Background: an optimization exercise with open tools, aiming at small area. Do not read the settings as production practice. Function was checked by simulation only, so behaviour that the tests miss may differ from the original. Power figures rest on the tool's default switching activity, not on a simulated workload.

==> flow/design.v <==
module prescaler(
        input wire clk,
        input wire rst,
        output wire clk_out
    );
    reg [4:0] sr;
    wire fb = sr[4] ? ~sr[2] : (sr[2] & ~sr[3]);
    assign clk_out = ~|sr[3:0];
    always @(posedge clk, posedge rst) begin
        if (rst)
            sr <= 5'b10001;
        else
            sr <= {sr[3:0], fb};
    end
endmodule
module binaryDisplay(
        input [12:0] SW,
        input wire clk,
        input reset,
        output [6:0] segmentDisplay,
        output [3:0] an,
        output dp
    );
    wire en;
    prescaler PRESCALER (.clk(clk), .rst(reset), .clk_out(en));
    reg [1:0] sel;
    reg on;
    reg [3:0] digit;
    wire [3:0] nd;
    bcd_digit EXT (.SW(SW), .sel(sel), .d(nd));
    always @(posedge clk, posedge reset) begin
        if (reset) begin
            sel <= 2'd3;
            on <= 1'b0;
        end else if (en) begin
            sel <= sel + 2'd1;
            if (sel == 2'd0)
                on <= 1'b1;
        end
    end
    always @(posedge clk) begin
        if (en)
            digit <= nd;
    end
    assign dp = on;
    assign an = {on & (sel != 2'd0), on & (sel != 2'd3),
                 on & (sel != 2'd2), on & (sel != 2'd1)};
    assign segmentDisplay[0] = on & ((digit == 4'd1) | (digit == 4'd4) | (digit == 4'd12));
    assign segmentDisplay[1] = on & ((digit == 4'd5) | (digit == 4'd6) | (digit == 4'd13) | (digit == 4'd14));
    assign segmentDisplay[2] = on & ((digit == 4'd2) | (digit == 4'd10));
    assign segmentDisplay[3] = on & ((digit == 4'd1) | (digit == 4'd4) | (digit == 4'd7) | (digit == 4'd12) | (digit == 4'd15));
    assign segmentDisplay[4] = on & ((digit == 4'd1) | (digit == 4'd3) | (digit == 4'd4) | (digit == 4'd5) | (digit == 4'd7) | (digit == 4'd9) | (digit == 4'd11) | (digit == 4'd12) | (digit == 4'd13) | (digit == 4'd15));
    assign segmentDisplay[5] = on & ((digit == 4'd1) | (digit == 4'd2) | (digit == 4'd3) | (digit == 4'd7) | (digit == 4'd11) | (digit == 4'd15));
    assign segmentDisplay[6] = on & ((digit == 4'd0) | (digit == 4'd1) | (digit == 4'd7) | (digit == 4'd10) | (digit == 4'd11) | (digit == 4'd15));
endmodule
module bcd_digit(input wire [12:0] SW, input wire [1:0] sel, output wire [3:0] d);
  wire new_n20, new_n21, new_n22, new_n23, new_n24, new_n25, new_n26, new_n27, new_n28, new_n29, new_n30, new_n31, new_n32, new_n33, new_n34, new_n35, new_n36, new_n37, new_n38, new_n39, new_n40, new_n41, new_n42, new_n43, new_n44, new_n45, new_n46, new_n47, new_n48, new_n49, new_n50, new_n51, new_n52, new_n53, new_n54, new_n55, new_n56, new_n57, new_n58, new_n59, new_n60, new_n61, new_n62, new_n63, new_n64, new_n65, new_n66, new_n67, new_n68, new_n69, new_n70, new_n71, new_n72, new_n73, new_n74, new_n75, new_n76, new_n77, new_n78, new_n79, new_n80, new_n81, new_n82, new_n83, new_n84, new_n85, new_n86, new_n87, new_n88, new_n89, new_n90, new_n91, new_n92, new_n93, new_n94, new_n95, new_n96, new_n97, new_n98, new_n99, new_n100, new_n101, new_n102, new_n103, new_n104, new_n105, new_n106, new_n107, new_n108, new_n109, new_n110, new_n111, new_n112, new_n113, new_n114, new_n115, new_n116, new_n117, new_n118, new_n119, new_n120, new_n121, new_n122, new_n123, new_n124, new_n125, new_n126, new_n127, new_n128, new_n129, new_n130, new_n131, new_n132, new_n133, new_n134, new_n135, new_n136, new_n137, new_n138, new_n139, new_n140, new_n141, new_n142, new_n143, new_n144, new_n145, new_n146, new_n147, new_n148, new_n149, new_n150, new_n151, new_n152, new_n153, new_n154, new_n155, new_n156, new_n157, new_n158, new_n159, new_n160, new_n161, new_n162, new_n163, new_n164, new_n165, new_n166, new_n167, new_n168, new_n169, new_n170, new_n171, new_n172, new_n173, new_n174, new_n175, new_n176, new_n177, new_n178, new_n179, new_n180, new_n181, new_n182, new_n183, new_n184, new_n185, new_n186, new_n187, new_n188, new_n189, new_n190, new_n191, new_n192, new_n193, new_n194, new_n195, new_n196, new_n197, new_n198, new_n199, new_n200, new_n201, new_n202, new_n203, new_n204, new_n205, new_n206, new_n207, new_n208, new_n209, new_n210, new_n211, new_n212, new_n213, new_n214, new_n215, new_n216, new_n217, new_n218, new_n219, new_n220, new_n221, new_n222, new_n223, new_n224, new_n225, new_n226, new_n228, new_n229, new_n230, new_n231, new_n232, new_n233, new_n234, new_n235, new_n236, new_n237, new_n238, new_n239, new_n240, new_n242, new_n243, new_n244, new_n245, new_n246, new_n247, new_n248, new_n250, new_n251, new_n252, new_n253, new_n254, new_n255, new_n256;
  assign new_n20 = ~SW[2];
  assign new_n21 = ~SW[3];
  assign new_n22 = ~SW[4];
  assign new_n23 = ~SW[10];
  assign new_n24 = ~SW[11];
  assign new_n25 = ~new_n24 & (~new_n23 | ~SW[12]);
  assign new_n26 = ~SW[12]& ~new_n23;
  assign new_n27 = ~new_n25 | (~SW[9]& ~new_n26);
  assign new_n28 = ~new_n27;
  assign new_n29 = ~SW[12];
  assign new_n30 = ~new_n29 & ~SW[10]& ~SW[11];
  assign new_n31 = ~new_n25 & (~new_n30 | ~SW[9]);
  assign new_n32 = ~new_n31 & ~new_n28;
  assign new_n33 = ~SW[8];
  assign new_n34 = ~new_n30 & ~new_n28;
  assign new_n35 = ~SW[9]& ~new_n34;
  assign new_n36 = ~SW[9];
  assign new_n37 = ~new_n28 & ~new_n36 & ~new_n30;
  assign new_n38 = ~new_n37 & ~new_n35;
  assign new_n39 = ~new_n38 | ~new_n33;
  assign new_n40 = ~new_n30 | ~new_n36;
  assign new_n41 = ~new_n29 & (~new_n23 | ~new_n24);
  assign new_n42 = ~new_n26 & (~new_n41 | ~new_n23);
  assign new_n43 = ~new_n40 | (~new_n42 & ~new_n35);
  assign new_n44 = ~new_n39 | ~new_n43;
  assign new_n45 = ~new_n44;
  assign new_n46 = ~new_n32 & ~new_n45;
  assign new_n47 = ~SW[8]& ~new_n46;
  assign new_n48 = ~new_n46;
  assign new_n49 = ~new_n33 & ~new_n48;
  assign new_n50 = ~new_n47 & ~new_n49;
  assign new_n51 = ~new_n50;
  assign new_n52 = ~SW[7]& ~new_n51;
  assign new_n53 = ~new_n52;
  assign new_n54 = ~new_n32;
  assign new_n55 = (~new_n54 & ~new_n39) | (~new_n38 & ~new_n47);
  assign new_n56 = ~new_n53 | ~new_n55;
  assign new_n57 = ~new_n56;
  assign new_n58 = ~new_n54 & (~new_n38 | ~new_n33);
  assign new_n59 = ~new_n44 | (~new_n43 & ~new_n58);
  assign new_n60 = ~new_n59;
  assign new_n61 = ~new_n60 & ~new_n57;
  assign new_n62 = SW[7]| new_n61;
  assign new_n63 = ~new_n61 | ~SW[7];
  assign new_n64 = ~new_n62 | ~new_n63;
  assign new_n65 = ~SW[6]& ~new_n64;
  assign new_n66 = ~new_n65;
  assign new_n67 = ~new_n62 | ~new_n51;
  assign new_n68 = ~new_n67 | (~new_n53 & ~new_n59);
  assign new_n69 = ~new_n66 | ~new_n68;
  assign new_n70 = ~new_n59 & ~new_n52;
  assign new_n71 = ~new_n56 | (~new_n55 & ~new_n70);
  assign new_n72 = ~new_n69 | ~new_n71;
  assign new_n73 = ~new_n72;
  assign new_n74 = SW[6]| new_n73;
  assign new_n75 = ~new_n73 | ~SW[6];
  assign new_n76 = ~new_n74 | ~new_n75;
  assign new_n77 = ~SW[5]& ~new_n76;
  assign new_n78 = ~new_n77;
  assign new_n79 = ~new_n74 | ~new_n64;
  assign new_n80 = ~new_n79 | (~new_n66 & ~new_n71);
  assign new_n81 = ~new_n78 | ~new_n80;
  assign new_n82 = ~new_n71 & ~new_n65;
  assign new_n83 = ~new_n69 | (~new_n68 & ~new_n82);
  assign new_n84 = ~new_n81 | ~new_n83;
  assign new_n85 = ~SW[5]^ new_n84;
  assign new_n86 = ~new_n85 | ~new_n22;
  assign new_n87 = ~new_n84;
  assign new_n88 = ~new_n76 | (~SW[5]& ~new_n87);
  assign new_n89 = ~new_n88 | (~new_n78 & ~new_n83);
  assign new_n90 = ~new_n86 | ~new_n89;
  assign new_n91 = ~new_n83 & ~new_n77;
  assign new_n92 = ~new_n81 | (~new_n80 & ~new_n91);
  assign new_n93 = ~new_n90 | ~new_n92;
  assign new_n94 = ~new_n93;
  assign new_n95 = ~SW[4]& ~new_n94;
  assign new_n96 = ~new_n22 & ~new_n93;
  assign new_n97 = ~new_n96 & ~new_n95;
  assign new_n98 = ~new_n97 | ~new_n21;
  assign new_n99 = (~new_n86 & ~new_n92) | (~new_n85 & ~new_n95);
  assign new_n100 = ~new_n98 | ~new_n99;
  assign new_n101 = ~new_n92 & (~new_n85 | ~new_n22);
  assign new_n102 = ~new_n90 | (~new_n89 & ~new_n101);
  assign new_n103 = ~new_n100 | ~new_n102;
  assign new_n104 = ~new_n103;
  assign new_n105 = ~SW[3]& ~new_n104;
  assign new_n106 = ~new_n21 & ~new_n103;
  assign new_n107 = ~new_n106 & ~new_n105;
  assign new_n108 = ~new_n107 | ~new_n20;
  assign new_n109 = (~new_n98 & ~new_n102) | (~new_n97 & ~new_n105);
  assign new_n110 = ~new_n108 | ~new_n109;
  assign new_n111 = ~new_n102 & (~new_n97 | ~new_n21);
  assign new_n112 = ~new_n100 | (~new_n99 & ~new_n111);
  assign new_n113 = ~new_n110 | ~new_n112;
  assign new_n114 = ~new_n113;
  assign new_n115 = ~SW[2]& ~new_n114;
  assign new_n116 = ~new_n20 & ~new_n113;
  assign new_n117 = ~new_n116 & ~new_n115;
  assign new_n118 = ~new_n117;
  assign new_n119 = ~SW[1]& ~new_n118;
  assign new_n120 = ~new_n119;
  assign new_n121 = (~new_n108 & ~new_n112) | (~new_n107 & ~new_n115);
  assign new_n122 = ~new_n120 | ~new_n121;
  assign new_n123 = ~new_n112 & (~new_n107 | ~new_n20);
  assign new_n124 = ~new_n110 | (~new_n109 & ~new_n123);
  assign new_n125 = ~new_n122 | ~new_n124;
  assign new_n126 = ~sel[0];
  assign new_n127 = ~sel[1]& ~new_n126;
  assign new_n128 = ~new_n125 | ~new_n127;
  assign new_n129 = ~new_n61;
  assign new_n130 = ~new_n41;
  assign new_n131 = ~new_n46 | ~new_n130;
  assign new_n132 = ~new_n131 | (~new_n130 & ~new_n28);
  assign new_n133 = ~new_n61 | ~new_n132;
  assign new_n134 = ~new_n133;
  assign new_n135 = ~new_n41 & ~new_n134;
  assign new_n136 = ~new_n135;
  assign new_n137 = ~new_n31 | ~new_n44 | ~new_n41;
  assign new_n138 = ~new_n137 | (~new_n34 & ~new_n136);
  assign new_n139 = ~new_n138;
  assign new_n140 = ~new_n129 & ~new_n139;
  assign new_n141 = ~new_n61 & ~new_n138;
  assign new_n142 = ~new_n141 & ~new_n140;
  assign new_n143 = ~new_n142 | ~new_n73;
  assign new_n144 = (~new_n129 & ~new_n137) | (~new_n132 & ~new_n140);
  assign new_n145 = ~new_n143 | ~new_n144;
  assign new_n146 = ~new_n145;
  assign new_n147 = ~new_n134 | ~new_n34;
  assign new_n148 = ~new_n130 & (~new_n44 | ~new_n31);
  assign new_n149 = ~new_n148;
  assign new_n150 = ~new_n149 | ~new_n136 | ~new_n147;
  assign new_n151 = ~new_n150;
  assign new_n152 = ~new_n151 & ~new_n146;
  assign new_n153 = ~new_n72 & ~new_n152;
  assign new_n154 = ~new_n146 & ~new_n73 & ~new_n151;
  assign new_n155 = ~new_n154 & ~new_n153;
  assign new_n156 = ~new_n87 | ~new_n155;
  assign new_n157 = (~new_n143 & ~new_n150) | (~new_n142 & ~new_n153);
  assign new_n158 = ~new_n156 | ~new_n157;
  assign new_n159 = ~new_n144 & (~new_n143 | ~new_n151);
  assign new_n160 = ~new_n159 & ~new_n146;
  assign new_n161 = ~new_n160;
  assign new_n162 = ~new_n158 | ~new_n161;
  assign new_n163 = ~new_n162;
  assign new_n164 = ~new_n84 & ~new_n163;
  assign new_n165 = ~new_n87 & ~new_n162;
  assign new_n166 = ~new_n165 & ~new_n164;
  assign new_n167 = ~new_n166 | ~new_n94;
  assign new_n168 = ~new_n157 & (~new_n156 | ~new_n160);
  assign new_n169 = ~new_n168 & (~new_n156 | ~new_n157);
  assign new_n170 = ~new_n169;
  assign new_n171 = (~new_n156 & ~new_n161) | (~new_n155 & ~new_n164);
  assign new_n172 = ~new_n167 | ~new_n171;
  assign new_n173 = ~new_n172 | ~new_n170;
  assign new_n174 = ~new_n173;
  assign new_n175 = ~new_n93 & ~new_n174;
  assign new_n176 = (~new_n167 & ~new_n170) | (~new_n166 & ~new_n175);
  assign new_n177 = ~new_n94 & ~new_n173;
  assign new_n178 = ~new_n177 & ~new_n175;
  assign new_n179 = ~new_n178;
  assign new_n180 = ~new_n103 & ~new_n179;
  assign new_n181 = ~new_n180;
  assign new_n182 = ~new_n181 | ~new_n176;
  assign new_n183 = ~new_n170 & (~new_n166 | ~new_n94);
  assign new_n184 = ~new_n172 | (~new_n171 & ~new_n183);
  assign new_n185 = ~new_n184 & ~new_n180;
  assign new_n186 = ~new_n182 | (~new_n176 & ~new_n185);
  assign new_n187 = ~new_n182 | ~new_n184;
  assign new_n188 = ~new_n187;
  assign new_n189 = ~new_n103 & ~new_n188;
  assign new_n190 = ~new_n104 & ~new_n187;
  assign new_n191 = ~new_n190 & ~new_n189;
  assign new_n192 = ~new_n191 | ~new_n114;
  assign new_n193 = (~new_n181 & ~new_n184) | (~new_n178 & ~new_n189);
  assign new_n194 = ~new_n192 | ~new_n193;
  assign new_n195 = ~new_n194 | ~new_n186;
  assign new_n196 = ~sel[1];
  assign new_n197 = ~sel[0]& ~new_n196;
  assign new_n198 = ~new_n195 | ~new_n197;
  assign new_n199 = ~new_n148 & ~new_n152;
  assign new_n200 = ~new_n138 | (~new_n199 & ~new_n162);
  assign new_n201 = ~new_n149 & ~new_n146;
  assign new_n202 = ~new_n201;
  assign new_n203 = ~new_n202 & ~new_n163;
  assign new_n204 = ~new_n200 | (~new_n138 & ~new_n203);
  assign new_n205 = ~new_n200 | ~new_n202;
  assign new_n206 = new_n163 ^ new_n205;
  assign new_n207 = ~new_n174 | ~new_n206;
  assign new_n208 = ~new_n204;
  assign new_n209 = ~new_n205;
  assign new_n210 = ~new_n199 | (~new_n162 & ~new_n209);
  assign new_n211 = ~new_n210 | (~new_n162 & ~new_n202);
  assign new_n212 = ~new_n207 | ~new_n211;
  assign new_n213 = ~new_n212;
  assign new_n214 = ~new_n208 & ~new_n213;
  assign new_n215 = ~new_n173 & ~new_n214;
  assign new_n216 = (~new_n204 & ~new_n207) | (~new_n206 & ~new_n215);
  assign new_n217 = new_n174 ^ new_n214;
  assign new_n218 = new_n217 | new_n187;
  assign new_n219 = ~new_n218 | ~new_n216;
  assign new_n220 = ~new_n211 & (~new_n207 | ~new_n208);
  assign new_n221 = ~new_n220 & ~new_n213;
  assign new_n222 = ~new_n221;
  assign new_n223 = ~new_n219 | ~new_n222;
  assign new_n224 = ~new_n126 & ~new_n196;
  assign new_n225 = ~sel[0]& ~sel[1];
  assign new_n226 = (~SW[0]| ~new_n225) & (~new_n223 | ~new_n224);
  assign d[0]= ~new_n226 | ~new_n128 | ~new_n198;
  assign new_n228 = ~new_n224;
  assign new_n229 = ~SW[1];
  assign new_n230 = ~new_n125 | ~new_n229;
  assign new_n231 = ~new_n230;
  assign new_n232 = ~new_n229 & ~new_n125;
  assign new_n233 = ~new_n225 | (~new_n232 & ~new_n231);
  assign new_n234 = ~new_n113 & (~new_n194 | ~new_n186);
  assign new_n235 = ~new_n114 & ~new_n195;
  assign new_n236 = ~new_n127 | (~new_n234 & ~new_n235);
  assign new_n237 = ~new_n223 | ~new_n188;
  assign new_n238 = ~new_n222 | ~new_n219 | ~new_n187;
  assign new_n239 = ~new_n237 | ~new_n238;
  assign new_n240 = ~new_n239 | ~new_n197;
  assign d[1]= ~new_n236 | ~new_n240 | ~new_n233 | (~new_n214 & ~new_n228);
  assign new_n242 = (~new_n120 & ~new_n124) | (~new_n117 & ~new_n231);
  assign new_n243 = ~new_n242 | ~new_n225;
  assign new_n244 = (~new_n186 & ~new_n192) | (~new_n191 & ~new_n234);
  assign new_n245 = ~new_n244 | ~new_n127;
  assign new_n246 = ~new_n237 | ~new_n217;
  assign new_n247 = ~new_n246 | (~new_n218 & ~new_n222);
  assign new_n248 = (~new_n205 | ~new_n224) & (~new_n247 | ~new_n197);
  assign d[2]= ~new_n248 | ~new_n243 | ~new_n245;
  assign new_n250 = ~new_n124 & ~new_n119;
  assign new_n251 = ~new_n225 | ~new_n122 | (~new_n121 & ~new_n250);
  assign new_n252 = ~new_n186 & (~new_n191 | ~new_n114);
  assign new_n253 = ~new_n127 | ~new_n194 | (~new_n193 & ~new_n252);
  assign new_n254 = ~new_n216 & (~new_n218 | ~new_n221);
  assign new_n255 = ~new_n219 | ~new_n197;
  assign new_n256 = ~new_n224 | ~new_n146 | ~new_n148;
  assign d[3]= ~new_n253 | ~new_n256 | ~new_n251 | (~new_n254 & ~new_n255);
endmodule
==> flow/flow/run.sh <==
#!/bin/bash
# Own layout flow: the standard ORFS flow, with two synthesis changes and
# smaller port buffers.
#  - synthesis is ORFS's synth.tcl (through synth_recipe.tcl, so the registers,
#    their names and cells are the standard synthesis's), but the final ABC
#    mapping uses flow/area.abc (area-oriented restructuring and mapping,
#    no gate upsizing), and the full-adder extraction is off;
#  - the ports are buffered with sky130_fd_sc_hd__buf_1.
set -euo pipefail
W=$PWD
sed "s#\$::env(SCRIPTS_DIR)/synth.tcl#$W/my_synth.tcl#" synth_recipe.tcl > my_synth_recipe.tcl
awk -v s="$W/flow/area.abc" '{print} /synth_preamble.tcl/ {print "set abc_args [lreplace $abc_args 1 1 " s "]"}' \
    "$FLOW_HOME/scripts/synth.tcl" > my_synth.tcl
grep -q "lreplace \$abc_args 1 1" my_synth.tcl
bash standard.sh SYNTH_SCRIPT=$W/my_synth_recipe.tcl ADDER_MAP_FILE= \
    "BUFFER_PORTS_ARGS=-buffer_cell sky130_fd_sc_hd__buf_1" finish > standard.log 2>&1
==> flow/flow/area.abc <==
strash
dc2
balance
rewrite
refactor
balance
rewrite
rewrite -z
balance
refactor -z
rewrite -z
balance
dc2
dch
amap
topo
==> flow/standard.sh <==
#!/bin/bash
# synth_recipe.tcl (not shown) runs the flow's synth.tcl, then flattens the netlist and writes it again
# the make line also repeats each setting of config.mk as NAME=value (left out here)
make -C /OpenROAD-flow-scripts/flow DESIGN_CONFIG=/design/flow/config.mk WORK_HOME=/design/flow/orfs CLKGATE_MAP_FILE= SYNTH_SCRIPT=/design/flow/synth_recipe.tcl "${@:-finish}"
==> flow/config.mk <==
export PLATFORM = sky130hd
export DESIGN_NAME = binaryDisplay
export DESIGN_NICKNAME = binaryDisplay
export VERILOG_FILES = /design/flow/design.v
export SDC_FILE = /design/flow/constraint.sdc
export NUM_CORES = 4
export LEC_CHECK = 0
export ABC_AREA = 1
export ABC_CLOCK_PERIOD_IN_PS = 50000
export CAP_MARGIN = 20
export CORE_MARGIN = 2
export CORE_UTILIZATION = 40
export CTS_BUF_LIST = sky130_fd_sc_hd__clkbuf_4
export CTS_CLUSTER_DIAMETER = 200
export CTS_CLUSTER_SIZE = 30
export SLEW_MARGIN = 20
==> flow/constraint.sdc <==
create_clock -name core_clock -period 50.0 [get_ports {clk}]
set_input_delay 10.0000 -clock core_clock [delete_from_list [all_inputs] [get_ports {clk}]]
set_output_delay 10.0000 -clock core_clock [all_outputs]
set_load 0.01 [all_outputs]
==> impl_metrics.env, run 1 <==
export IMPL_avgSynthCellArea_um2=5.81
export IMPL_firstDrtPassIters=4
export IMPL_holdCritStartpoint="PRESCALER.sr[1]"
export IMPL_hold_slack_ps=386
export IMPL_status="no timing/DRC/antenna violations"
export IMPL_grt_max_degree=9
export IMPL_critical_path_slowest_cell="nor2_1"
export IMPL_ys_ff_latch=12
export IMPL_dieArea_um2=4210
export IMPL_instances_no_fill=333
export IMPL_ir_worst_vdd_mv=0.0290
export IMPL_cts_buffers=3
export IMPL_synthArstFlopShare_pct=66.7
export IMPL_drv_cap=0
export IMPL_drt_total_wl_um=3270
export IMPL_final_nets=301
export IMPL_grt_pass1_wl_um=5550
export IMPL_wire_per_inst_um=9.81
export IMPL_hold_buffers=0
export IMPL_cts_tree="built"
export IMPL_synth_distinct_cells=29
export IMPL_cts_root_buf="clkbuf_4"
export IMPL_grt_overflow_total=0
export IMPL_grt_util_all_layers_pct=15.6
export IMPL_clk_pin_slew_ps=70
export IMPL_rows=22
export IMPL_fmax_mhz=58.0
export IMPL_ys_seq_area_share_pct=21.9
export IMPL_drt_initial_drc_count=66
export IMPL_cp_required_ps=50070
export IMPL_rsz0062_at_grt="no"
export IMPL_setup_viol_count_final=0
export IMPL_final_common_cell="nor2_1"
export IMPL_port_buffers=26
export IMPL_synth_top_family_by_area="simple AND/OR/NAND/NOR gates"
export IMPL_syn_num_nets=270
export IMPL_synth_edff_count=4
export IMPL_yosys_area_share_simple_pct=37.7
export IMPL_antenna_cells=0
export IMPL_place_congestion=0.822
export IMPL_muxShareOfSynthArea_pct=0
export IMPL_mostFrequentLayoutCells="nor2_1, a21oi_1, clkinv_1"
export IMPL_path_buf_inv=2
export IMPL_crit_top_cell="nor2_1"
export IMPL_drive_gt1_share_pct=2.46
export IMPL_timing_rr_start="PRESCALER.sr[3]"
export IMPL_grt_pass1_vias=1360
export IMPL_vias=1651
export IMPL_areaGrowthSynthToFinish_pct=12.4
export IMPL_syn_cell_area_um2=1480
export IMPL_start_util_pct=41.1
export IMPL_cp_top_family="simple AND/OR/NAND/NOR gates"
export IMPL_cts_setup_buffers=0
export IMPL_coreArea_um2=3610
export IMPL_totalPowerFinal_mw=0.0919
export IMPL_post_route_period_util_pct=34.5
export IMPL_slowest_delay_ps=260
export IMPL_h_tree_depth=1
export IMPL_clock_path_buffers=2
export IMPL_finalClockSkew_ps=6.12
export IMPL_placedCellCount=329
export IMPL_antenna_found_initial=0
export IMPL_avgViaCountPerCell=4.96
export IMPL_ioPinCount=27
export IMPL_die_h_um=64.9
export IMPL_die_w_um=64.9
export IMPL_critPathArrivalTime_ps=17320
export IMPL_end_kind="register"
export IMPL_yosys_warnings=2
export IMPL_route_detailed_drc=0
export IMPL_synth_xor_area_share_pct=0
export IMPL_cp_startpoint="SW[11]"
export IMPL_ant_nets=0
export IMPL_critical_path_peak_fanout=5
export IMPL_report_final_slew_viol_count=0
export IMPL_p_leak_nw=0.611
export IMPL_synthFlopType="edfxtp_1"
export IMPL_slew_headroom_pct=36.0
export IMPL_p_per_area_nw_per_um2=55.2
export IMPL_finalHoldViolations=0
export IMPL_yosys_area_share_adder_pct=0
export IMPL_worst_slew_pin_slew_ps=952
export IMPL_crit_type="in2reg"
export IMPL_worst_setup_path_start_kind="input port"
export IMPL_cts_resized_gates=0
export IMPL_dp_hpwl_um=2780
export IMPL_cts_sinks=12
export IMPL_clk_latency_ps=270
export IMPL_synth_compound_area_share_pct=32.0
export IMPL_tns_ps=0
export IMPL_layout_min_cycle_time_ps=17250
export IMPL_synthCells=255
export IMPL_hp_class="reg2reg"
==> final timing paths <==
kind	slack, ps	to	depth (start not counted)
worst max register to register	48110	sel[1]	4
worst min register to register	390	PRESCALER.sr[2]	0
worst max-delay path	32750	digit[2]	48
worst min-delay path	390	PRESCALER.sr[2]	0
max in group asynchronous	40160	sel[1]	2
min in group asynchronous	9600	PRESCALER.sr[3]	2
==> state kept, by name (all words and copies together) (netlist names) <==
signal / flops
PRESCALER.sr: 5
digit: 4
sel: 2
on: 1
==> metal layers <==
| metal | wire length (um) | global-route usage [%] | vias to the layer above |
|---|---|---|---|
| met4 | 14 | 2.39 | 0 |
| li1 | - | - | 935 |
| met1 | 1770 | 23.5 | 683 |
| met3 | 106 | 0.521 | 2 |
| met5 | 0 | 0 | - |
| met2 | 1370 | 25.3 | 31 |
==> final cells by class <==
class / count / area (um^2)
multi-input cells: 210 / 1030
well taps: 48 / 60.1
flip-flops and latches: 12 / 325
clock inverters: 1 / 3.75
fillers: 415 / 1940
repair buffers: 26 / 97.6
clock buffers: 3 / 22.5
inverters: 33 / 124
==> cell usage after synthesis, types with 3 or more instances <==
master	number	area (um^2)
nor2_1	97	364
a21oi_1	39	195
clkinv_1	33	124
nand2_1	11	41.3
nor2b_1	11	68.8
o21a_1	9	67.6
nor3_1	6	30.0
o21ai_0	5	25.0
dfrtp_1	4	100
dfstp_2	4	105
edfxtp_1	4	120
nand2b_1	4	25.0
o31a_1	4	35.0
o22a_1	3	26.3
==> stage by stage <==
| stage | setup WS (ps) | util [%] | instance area, um^2 |
|---|---|---|---|
| CTS | 32700 | 46.2 | 1670 |
| detailed placement | 32490 | 45.5 | 1640 |
| global placement | 32560 | 45.5 | 1640 |
| global route | 31570 | 46.2 | 1670 |
| floorplan | 33760 | - | 1480 |
| finish | 32750 | 46.2 | 1670 |
==> logic make-up (layout without fill, tap and decap cells) <==
| logic type | Yosys count | in the layout |
|---|---|---|
| DFF | 12 | 12 |
| buffers and inverters | 33 | 63 |
| and+or+nand+nor | 134 | 134 |
| AOI/OAI and AO/OA | 76 | 76 |
==> report_power, final <==
group | switching [mW] | leakage, nW | internal, mW
clock network | 0.00293 | 0.0154 | 0.00288
registers | 0.00106 | 0.136 | 0.0133
logic | 0.0460 | 0.459 | 0.0258
==> run 2, diff against run 1 <==
--- a/flow/config.mk
+++ b/flow/config.mk
@@ -12,3 +12,3 @@
 export CORE_UTILIZATION = 40
-export CTS_BUF_LIST = sky130_fd_sc_hd__clkbuf_4
+export CTS_BUF_LIST = sky130_fd_sc_hd__clkbuf_8
 export CTS_CLUSTER_DIAMETER = 200
==> impl_metrics.env, run 2 <==
export IMPL_p_switching_mw=0.0504
export IMPL_stdcell_area_um2=1700
export IMPL_place_congestion=0.822
export IMPL_cts_sinks=12
export IMPL_switching_share_pct=52.3
export IMPL_crit_type="in2reg"
export IMPL_dp_hpwl_um=2780
export IMPL_largest_reg_flops=5
export IMPL_ff_latch_area_um2=325
export IMPL_pwr_share_clk_pct=10.6
export IMPL_largestRegisters="PRESCALER.sr x5, digit x4, sel x2"
export IMPL_finalHoldViolations=0
export IMPL_worst_setup_path_start_kind="input port"
export IMPL_clk_pin_slew_ps=50
export IMPL_crit_top_cell="nor2_1"
export IMPL_hold_buffers=0
export IMPL_worst_slew_pin_slew_ps=948
export IMPL_ioPinCount=27
export IMPL_top_usage_layer="met2"
export IMPL_ys_ff_latch=12
export IMPL_cts_setup_buffers=0
export IMPL_coreArea_um2=3610
export IMPL_cts_tree="built"
export IMPL_yosysMostFrequentCell="nor2_1"
export IMPL_synth_edff_count=4
export IMPL_cts_root_buf="clkbuf_8"
export IMPL_critPathArrivalTime_ps=17330
export IMPL_rows=22
export IMPL_report_final_slew_viol_count=0
export IMPL_drive_gt1_share_pct=2.81
export IMPL_setup_viol_count_final=0
export IMPL_grtUsageMet2_pct=25.3
export IMPL_ant_nets=0
export IMPL_yosys_area_top_type_share_pct=24.6
export IMPL_wire_per_inst_um=9.85
export IMPL_grt_max_degree=9
export IMPL_ir_worst_vdd_mv=0.0291
export IMPL_instances_no_fill=333
export IMPL_layout_min_cycle_time_ps=17290
export IMPL_mostFrequentLayoutCells="nor2_1, a21oi_1, clkinv_1"
export IMPL_start_util_pct=41.1
export IMPL_synthCells=255
export IMPL_syn_cell_area_um2=1480
export IMPL_clk_latency_ps=240
export IMPL_fillers=410
export IMPL_ys_seq_area_share_pct=21.9
export IMPL_dieArea_um2=4210
export IMPL_slew_headroom_pct=36.2
export IMPL_rsz0062_at_grt="no"
export IMPL_finalClockSkew_ps=5.57
export IMPL_synth_common_cells="nor2_1, a21oi_1, clkinv_1, nand2_1, nor2b_1"
export IMPL_grt_overflow_total=0
export IMPL_h_tree_depth=1
export IMPL_firstDrtPassIters=4
export IMPL_grt_util_all_layers_pct=15.8
export IMPL_syn_num_nets=270
export IMPL_end_kind="register"
export IMPL_synth_top_area_cell="nor2_1"
export IMPL_areaGrowthSynthToFinish_pct=14.3
export IMPL_pwr_share_seq_pct=14.9
export IMPL_totalPowerFinal_mw=0.0964
export IMPL_drt_total_wl_um=3280
export IMPL_die_w_um=64.9
export IMPL_grt_pass1_wl_um=5560
export IMPL_avgSynthCellArea_um2=5.81
export IMPL_p_per_area_nw_per_um2=56.8
export IMPL_grt_pass1_vias=1357
export IMPL_multiInputGateArea_um2=1030
export IMPL_final_nets=301
export IMPL_synthArstFlopShare_pct=66.7
export IMPL_critical_path_slowest_cell="nor2_1"
export IMPL_p_leak_nw=0.624
export IMPL_clock_path_buffers=2
export IMPL_route_detailed_drc=0
export IMPL_yosys_warnings=2
export IMPL_use_met3_pct=1.04
export IMPL_cts_resized_gates=0
export IMPL_setup_slack_ps=32710
export IMPL_antenna_found_initial=0
export IMPL_post_route_period_util_pct=34.6
export IMPL_cp_required_ps=50040
export IMPL_p_int_mw=0.0460
export IMPL_antenna_cells=0
export IMPL_drv_cap=0
export IMPL_die_h_um=64.9
export IMPL_vias=1653
export IMPL_hold_slack_ps=381
export IMPL_synthFlopType="edfxtp_1"
export IMPL_final_common_cell="nor2_1"
export IMPL_grt_use_met1_pct=23.5
export IMPL_synth_distinct_cells=29
export IMPL_status="no timing/DRC/antenna violations"
export IMPL_placedCellCount=329
export IMPL_drt_initial_drc_count=66
export IMPL_fmax_mhz=57.9
export IMPL_place_ws_ps=32490
export IMPL_avgViaCountPerCell=4.96
export IMPL_utilization_pct=47.0
export IMPL_synthTopCellsByArea="nor2_1, a21oi_1, clkinv_1"
export IMPL_hp_class="reg2reg"
export IMPL_largest_register="PRESCALER.sr"
export IMPL_port_buffers=26
export IMPL_slowest_delay_ps=260
export IMPL_tns_ps=0
export IMPL_critical_path_peak_fanout=5
export IMPL_combPwrFrac_pct=74.5
export IMPL_place_area_um2=1640
export IMPL_cts_buffers=3
==> run 2: worst max-delay path: cells and delay by family <==
kind                   cells  cell delay (ps)
and+or+nand+nor           34             5190
buffers and inverters      2              270
AOI/OAI and AO/OA         12             1890
==> run 2: area by class of cell <==
| type | instances | share of cell area [%] |
|---|---|---|
| Timing Repair Buffer | 26 | 5.76 |
| Tap cell | 48 | 3.54 |
| Multi-Input combinational cell | 210 | 61.0 |
| Sequential cell | 12 | 19.2 |
| Clock buffer | 4 | 3.25 |
| Inverter | 33 | 7.31 |
==> run 2: path summary, 6_finish.rpt <==
kind | from | cells after the start | slack (ps) | end
setup reg to reg | PRESCALER.sr[3] | 4 | 48120 | sel[1]
hold reg to reg | PRESCALER.sr[1] | 0 | 380 | PRESCALER.sr[2]
setup / recovery | SW[11] | 48 | 32710 | digit[2]
min in group asynchronous | reset | 2 | 9630 | PRESCALER.sr[3]
hold / removal | PRESCALER.sr[1] | 0 | 380 | PRESCALER.sr[2]
max in group asynchronous | reset | 2 | 40120 | sel[1]
==> run 2: metal layers <==
metal	up-vias	share of wire (%)
met1	683	54
met5	-	0
met4	0	0.37
met2	33	42
met3	2	3.3
li1	935	-
==> run 2: kinds of logic (layout without fill, tap and decap cells) <==
logic type,Yosys count,after routing,share of synthesized area (%)
AO/OA/AOI/OAI,76,76,32.0
buffers and inverters,33,63,8.35
flip-flops,12,12,21.9
AND/OR/NAND/NOR,134,134,37.7
==> run 2: power by group through the flow <==
stage                     clock network [mW]  registers, mW  logic [mW]
after floorplan                            0         0.0142      0.0580
after global placement                     0         0.0145      0.0713
after detailed placement                   0         0.0145      0.0715
after CTS                             0.0102         0.0143      0.0719
after global routing                  0.0109         0.0146      0.0828
final                                 0.0102         0.0144      0.0718
==> run 3, diff against run 2 <==
--- a/flow/config.mk
+++ b/flow/config.mk
@@ -12,5 +12,3 @@
 export CORE_UTILIZATION = 40
-export CTS_BUF_LIST = sky130_fd_sc_hd__clkbuf_8
-export CTS_CLUSTER_DIAMETER = 200
-export CTS_CLUSTER_SIZE = 30
+export CTS_BUF_LIST = sky130_fd_sc_hd__clkbuf_4
 export SLEW_MARGIN = 20
==> impl_metrics.env, run 3 <==
export IMPL_vias=1651
export IMPL_grt_overflow_total=0
export IMPL_r2r_end="sel[1]"
export IMPL_timing_rr_start="PRESCALER.sr[3]"
export IMPL_cts_root_buf="clkbuf_4"
export IMPL_antenna_cells=0
export IMPL_cts_tree="built"
export IMPL_coreArea_um2=3610
export IMPL_critPathArrivalTime_ps=17320
export IMPL_synthFlopType="edfxtp_1"
export IMPL_syn_num_nets=270
export IMPL_ff2ff_path_depth=4
export IMPL_utilization_pct=46.2
export IMPL_yosys_area_top_type_share_pct=24.6
export IMPL_worst_slew_pin_slew_ps=952
export IMPL_stdcell_area_um2=1670
export IMPL_h_tree_depth=1
export IMPL_finalHoldViolations=0
export IMPL_whs_endpoint="PRESCALER.sr[2]"
export IMPL_clk_latency_ps=270
export IMPL_finalClockSkew_ps=6.12
export IMPL_avgSynthCellArea_um2=5.81
export IMPL_cts_sinks=12
export IMPL_port_buffers=26
export IMPL_ir_worst_vdd_mv=0.0290
export IMPL_rows=22
export IMPL_areaGrowthSynthToFinish_pct=12.4
export IMPL_clock_path_buffers=2
export IMPL_crit_type="in2reg"
export IMPL_wire_per_inst_um=9.81
export IMPL_layout_min_cycle_time_ps=17250
export IMPL_drt_initial_drc_count=66
export IMPL_critical_path_slowest_cell="nor2_1"
export IMPL_start_util_pct=41.1
export IMPL_dp_hpwl_um=2780
export IMPL_antenna_found_initial=0
export IMPL_end_kind="register"
export IMPL_hold_buffers=0
export IMPL_critical_path_peak_fanout=5
export IMPL_synth_distinct_cells=29
export IMPL_setup_viol_count_final=0
export IMPL_grt_max_degree=9
export IMPL_largest_reg_flops=5
export IMPL_avgViaCountPerCell=4.96
export IMPL_die_h_um=64.9
export IMPL_die_w_um=64.9
export IMPL_drt_total_wl_um=3270
export IMPL_clk_pin_slew_ps=70
export IMPL_synthArstFlopShare_pct=66.7
export IMPL_synthTopCellsByArea="nor2_1, a21oi_1, clkinv_1"
export IMPL_setup_slack_ps=32750
export IMPL_cts_setup_buffers=0
export IMPL_ys_ff_latch=12
export IMPL_firstDrtPassIters=4
export IMPL_cts_buffers=3
export IMPL_largest_register="PRESCALER.sr"
export IMPL_place_ws_ps=32490
export IMPL_syn_cell_area_um2=1480
export IMPL_grt_pass1_vias=1360
export IMPL_cp_required_ps=50070
export IMPL_ys_seq_area_share_pct=21.9
export IMPL_status="no timing/DRC/antenna violations"
export IMPL_synth_top_area_cell="nor2_1"
export IMPL_synthCells=255
export IMPL_slowest_delay_ps=260
export IMPL_p_per_area_nw_per_um2=55.2
export IMPL_rsz0062_at_grt="no"
export IMPL_yosys_warnings=2
export IMPL_slew_headroom_pct=36.0
export IMPL_place_area_um2=1640
export IMPL_largestRegisters="PRESCALER.sr x5, digit x4, sel x2"
export IMPL_grt_util_all_layers_pct=15.6
export IMPL_place_congestion=0.822
export IMPL_worst_setup_path_start_kind="input port"
export IMPL_r2r_slack_ps=48110
export IMPL_synth_common_cells="nor2_1, a21oi_1, clkinv_1, nand2_1, nor2b_1"
export IMPL_mostFrequentLayoutCells="nor2_1, a21oi_1, clkinv_1"
export IMPL_drv_cap=0
export IMPL_dieArea_um2=4210
export IMPL_post_route_period_util_pct=34.5
export IMPL_tns_ps=0
export IMPL_totalPowerFinal_mw=0.0919
export IMPL_cts_resized_gates=0
export IMPL_grt_pass1_wl_um=5550
export IMPL_final_common_cell="nor2_1"
export IMPL_synth_edff_count=4
export IMPL_p_leak_nw=0.611
export IMPL_ant_nets=0
export IMPL_fillers=415
export IMPL_drive_gt1_share_pct=2.46
export IMPL_report_final_slew_viol_count=0
export IMPL_fmax_mhz=58.0
export IMPL_yosysMostFrequentCell="nor2_1"
export IMPL_hp_class="reg2reg"
export IMPL_hold_path_cell_count=0
export IMPL_ioPinCount=27
export IMPL_final_nets=301
export IMPL_route_detailed_drc=0
export IMPL_crit_top_cell="nor2_1"
export IMPL_holdCritStartpoint="PRESCALER.sr[1]"
## run 3: per-stage QoR
stage / std cells / hold slack (ps)
2_1_floorplan: 255 / 355
3_3_place_gp: 329 / 359
3_5_place_dp: 329 / 381
4_1_cts: 333 / 386
5_1_grt: 333 / 411
6_report: 333 / 386
## run 3: logic make-up (layout without fill, tap and decap cells)
family,count (synthesis),in the layout,synth area share [%]
buf+inv,33,63,8.35
compound gates,76,76,32.0
flops,12,12,21.9
simple gates,134,134,37.7
## run 3: worst max path at each step
stage                       from       end  slack (ps)
final                     SW[11]  digit[2]       32750
after global routing      SW[11]  digit[1]       31570
after CTS                 SW[11]  digit[2]       32700
after detailed placement  SW[11]  digit[2]       32490
after global placement    SW[11]  digit[1]       32560
after floorplan           SW[11]  digit[1]       33760
## run 3: cell type report
cell class / instances / area (um^2) / share of cell area, %
clock buffer: 3 / 22.5 / 1.35
clock inverter: 1 / 3.75 / 0.225
inverter: 33 / 124 / 7.43
multi-input combinational: 210 / 1030 / 62.0
sequential: 12 / 325 / 19.5
tap: 48 / 60.1 / 3.60
timing repair buffer: 26 / 97.6 / 5.86
## run 3: report_power, final
part           switching [mW]  total, mW  internal (mW)
registers             0.00106     0.0143         0.0133
logic                  0.0460     0.0718         0.0258
clock network         0.00293    0.00581        0.00288
total                  0.0500     0.0919         0.0419
## run 3: critical path, delay by kind of cell
kind | cells | cell delay (ps)
simple gates | 34 | 5190
buf+inv | 2 | 270
compound gates | 12 | 1890
## run 3: metal layers
metal,vias up,GRT usage (%),wire (um)
met5,-,0,0
met3,2,0.521,106
li1,935,-,-
met1,683,23.5,1770
met4,0,2.39,14
met2,31,25.3,1370
==> run 4, diff against run 3 <==
--- a/flow/flow/run.sh
+++ b/flow/flow/run.sh
@@ -15,2 +15,2 @@
 bash standard.sh SYNTH_SCRIPT=$W/my_synth_recipe.tcl ADDER_MAP_FILE= \
-    "BUFFER_PORTS_ARGS=-buffer_cell sky130_fd_sc_hd__buf_1" finish > standard.log 2>&1
+    "BUFFER_PORTS_ARGS=-buffer_cell sky130_fd_sc_hd__buf_1" "CTS_ARGS=-buf_list sky130_fd_sc_hd__clkbuf_4 -repair_clock_nets" finish > standard.log 2>&1
==> impl_metrics.env, run 4 <==
export IMPL_status="no timing/DRC/antenna violations"
export IMPL_synth_common_cells="nor2_1, a21oi_1, clkinv_1, nand2_1, nor2b_1"
export IMPL_synthArstFlopShare_pct=66.7
export IMPL_r2r_end="sel[1]"
export IMPL_dieArea_um2=4210
export IMPL_port_buffers=26
export IMPL_hold_buffers=0
export IMPL_multiInputGateArea_um2=1030
export IMPL_firstDrtPassIters=4
export IMPL_cp_required_ps=50070
export IMPL_ys_ff_latch=12
export IMPL_largest_register="PRESCALER.sr"
export IMPL_fmax_mhz=58.0
export IMPL_clock_path_buffers=2
export IMPL_worst_setup_path_start_kind="input port"
export IMPL_setup_viol_count_final=0
export IMPL_hold_slack_ps=386
export IMPL_coreArea_um2=3610
export IMPL_finalClockSkew_ps=6.12
export IMPL_stdcell_area_um2=1670
export IMPL_cp_startpoint="SW[11]"
export IMPL_critical_path_slowest_cell="nor2_1"
export IMPL_mostFrequentLayoutCells="nor2_1, a21oi_1, clkinv_1"
export IMPL_synth_edff_count=4
export IMPL_drv_cap=0
export IMPL_grt_overflow_total=0
export IMPL_post_route_period_util_pct=34.5
export IMPL_ff_latch_area_um2=325
export IMPL_largest_reg_flops=5
export IMPL_timing_rr_start="PRESCALER.sr[3]"
export IMPL_grt_util_all_layers_pct=15.6
export IMPL_drt_initial_drc_count=66
export IMPL_ff2ff_path_depth=4
export IMPL_crit_path_end="digit[2]"
export IMPL_h_tree_depth=1
export IMPL_place_congestion=0.822
export IMPL_avgSynthCellArea_um2=5.81
export IMPL_place_area_um2=1640
export IMPL_grt_pass1_wl_um=5550
export IMPL_grt_pass1_vias=1360
export IMPL_yosys_warnings=2
export IMPL_slowest_delay_ps=260
export IMPL_worst_slew_pin_slew_ps=952
export IMPL_cts_root_buf="clkbuf_4"
export IMPL_wire_per_inst_um=9.81
export IMPL_drive_gt1_share_pct=2.46
export IMPL_ys_seq_area_share_pct=21.9
export IMPL_synthFlopType="edfxtp_1"
export IMPL_largestRegisters="PRESCALER.sr x5, digit x4, sel x2"
export IMPL_rsz0062_at_grt="no"
export IMPL_dp_hpwl_um=2780
export IMPL_synthTopCellsByArea="nor2_1, a21oi_1, clkinv_1"
export IMPL_grt_max_degree=9
export IMPL_route_detailed_drc=0
export IMPL_vias=1651
export IMPL_drt_total_wl_um=3270
export IMPL_ir_worst_vdd_mv=0.0290
export IMPL_r2r_slack_ps=48110
export IMPL_syn_num_nets=270
export IMPL_final_nets=301
export IMPL_synth_top_area_cell="nor2_1"
export IMPL_tns_ps=0
export IMPL_fillers=415
export IMPL_die_h_um=64.9
export IMPL_cts_tree="built"
export IMPL_placedCellCount=329
export IMPL_avgViaCountPerCell=4.96
export IMPL_instances_no_fill=333
export IMPL_finalHoldViolations=0
export IMPL_syn_cell_area_um2=1480
export IMPL_cts_sinks=12
export IMPL_hp_class="reg2reg"
export IMPL_synthCells=255
export IMPL_antenna_found_initial=0
export IMPL_synth_distinct_cells=29
export IMPL_slew_headroom_pct=36.0
export IMPL_rows=22
export IMPL_p_leak_nw=0.611
export IMPL_totalPowerFinal_mw=0.0919
export IMPL_yosysMostFrequentCell="nor2_1"
export IMPL_ioPinCount=27
export IMPL_p_per_area_nw_per_um2=55.2
export IMPL_cts_resized_gates=0
export IMPL_layout_min_cycle_time_ps=17250
export IMPL_final_common_cell="nor2_1"
export IMPL_cts_buffers=3
export IMPL_antenna_cells=0
export IMPL_crit_top_cell="nor2_1"
export IMPL_yosys_area_top_type_share_pct=24.6
export IMPL_clk_pin_slew_ps=70
export IMPL_report_final_slew_viol_count=0
export IMPL_clk_latency_ps=270
export IMPL_start_util_pct=41.1
export IMPL_critical_path_peak_fanout=5
export IMPL_areaGrowthSynthToFinish_pct=12.4
export IMPL_cts_setup_buffers=0
export IMPL_critPathArrivalTime_ps=17320
export IMPL_ant_nets=0
export IMPL_die_w_um=64.9
export IMPL_crit_type="in2reg"
export IMPL_end_kind="register"
## run 4: cell counts in the layout (fill, tap and decap cells not counted)
Identical to the previous run, type by type.
## run 4: cells by family (layout without fill, tap and decap cells)
kind of cell           count (synthesis)  in the layout  share of synthesized area (%)
AO/OA/AOI/OAI                         76             76                           32.0
flip-flops                            12             12                           21.9
buffers and inverters                 33             63                           8.35
AND/OR/NAND/NOR                      134            134                           37.7
## run 4: routing by layer
metal / vias to the layer above / GRT usage, % / wire length, um / share of wire [%]
met5: - / 0 / 0 / 0
met4: 0 / 2.39 / 14 / 0.43
met3: 2 / 0.521 / 106 / 3.2
met2: 31 / 25.3 / 1370 / 42
met1: 683 / 23.5 / 1770 / 54
li1: 935 / - / - / -
## run 4: per-stage QoR
step                worst slack [ps]  util, %
finish                         32750     46.2
global route                   31570     46.2
floorplan                      33760        -
global placement               32560     45.5
detailed placement             32490     45.5
CTS                            32700     46.2
## run 4: how the worst min path moves through the flow
stage                     cells past startpoint             from              end
after global routing                          0  PRESCALER.sr[1]  PRESCALER.sr[2]
after detailed placement                      0  PRESCALER.sr[1]  PRESCALER.sr[2]
final                                         0  PRESCALER.sr[1]  PRESCALER.sr[2]
after global placement                        0  PRESCALER.sr[1]  PRESCALER.sr[2]
after CTS                                     0  PRESCALER.sr[1]  PRESCALER.sr[2]
after floorplan                               0  PRESCALER.sr[1]  PRESCALER.sr[2]
## run 4: report_power, final
group	total (mW)	internal (mW)	switching, mW
logic	0.0718	0.0258	0.0460
registers	0.0143	0.0133	0.00106
clock network	0.00581	0.00288	0.00293
## run 4: critical path, delay by kind of cell
family | cells | cell delay [ps]
and+or+nand+nor | 34 | 5190
AOI/OAI and AO/OA | 12 | 1890
buffers and inverters | 2 | 270
## run 4: final cells by class
class	count	area share (%)
repair buffers	26	5.86
multi-input cells	210	62.0
inverters	33	7.43
well taps	48	3.60
clock buffers	3	1.35
clock inverters	1	0.225
flip-flops and latches	12	19.5

==> what the ideal ports hide <==
No port has a modelled driver above. Below, the same layouts with a new extraction and two added sets of constraints.
Step 1 assumes that a clkbuf_16 drives the clock port and a buf_2 every other input.
Step 2 moves the port delays by t, midway between the first and last clock arrival at a register: inputs arrive t later, outputs are due t later. That takes back most of the time a late clock gives input paths.
Three values: ideal ports, drivers, drivers and shift; two values: the first two.
| run | shift t [ns] | slack for setup (ns) | worst setup path at the end | latest minus earliest clock arrival (ns) | cell pins on the clock port's net |
|---|---|---|---|---|---|
| run 1 | 0.278 | 32.748 / 32.741 / 32.463 | input to register | 0.006 / 0.007 | 1 |
| run 2 | 0.251 | 32.714 / 32.711 / 32.460 | input to register | 0.005 / 0.006 | 1 |
| run 3 | 0.278 | 32.748 / 32.741 / 32.463 | input to register | 0.006 / 0.007 | 1 |
| run 4 | 0.278 | 32.748 / 32.741 / 32.463 | input to register | 0.006 / 0.007 | 1 |
After both steps every run listed still meets setup and hold.
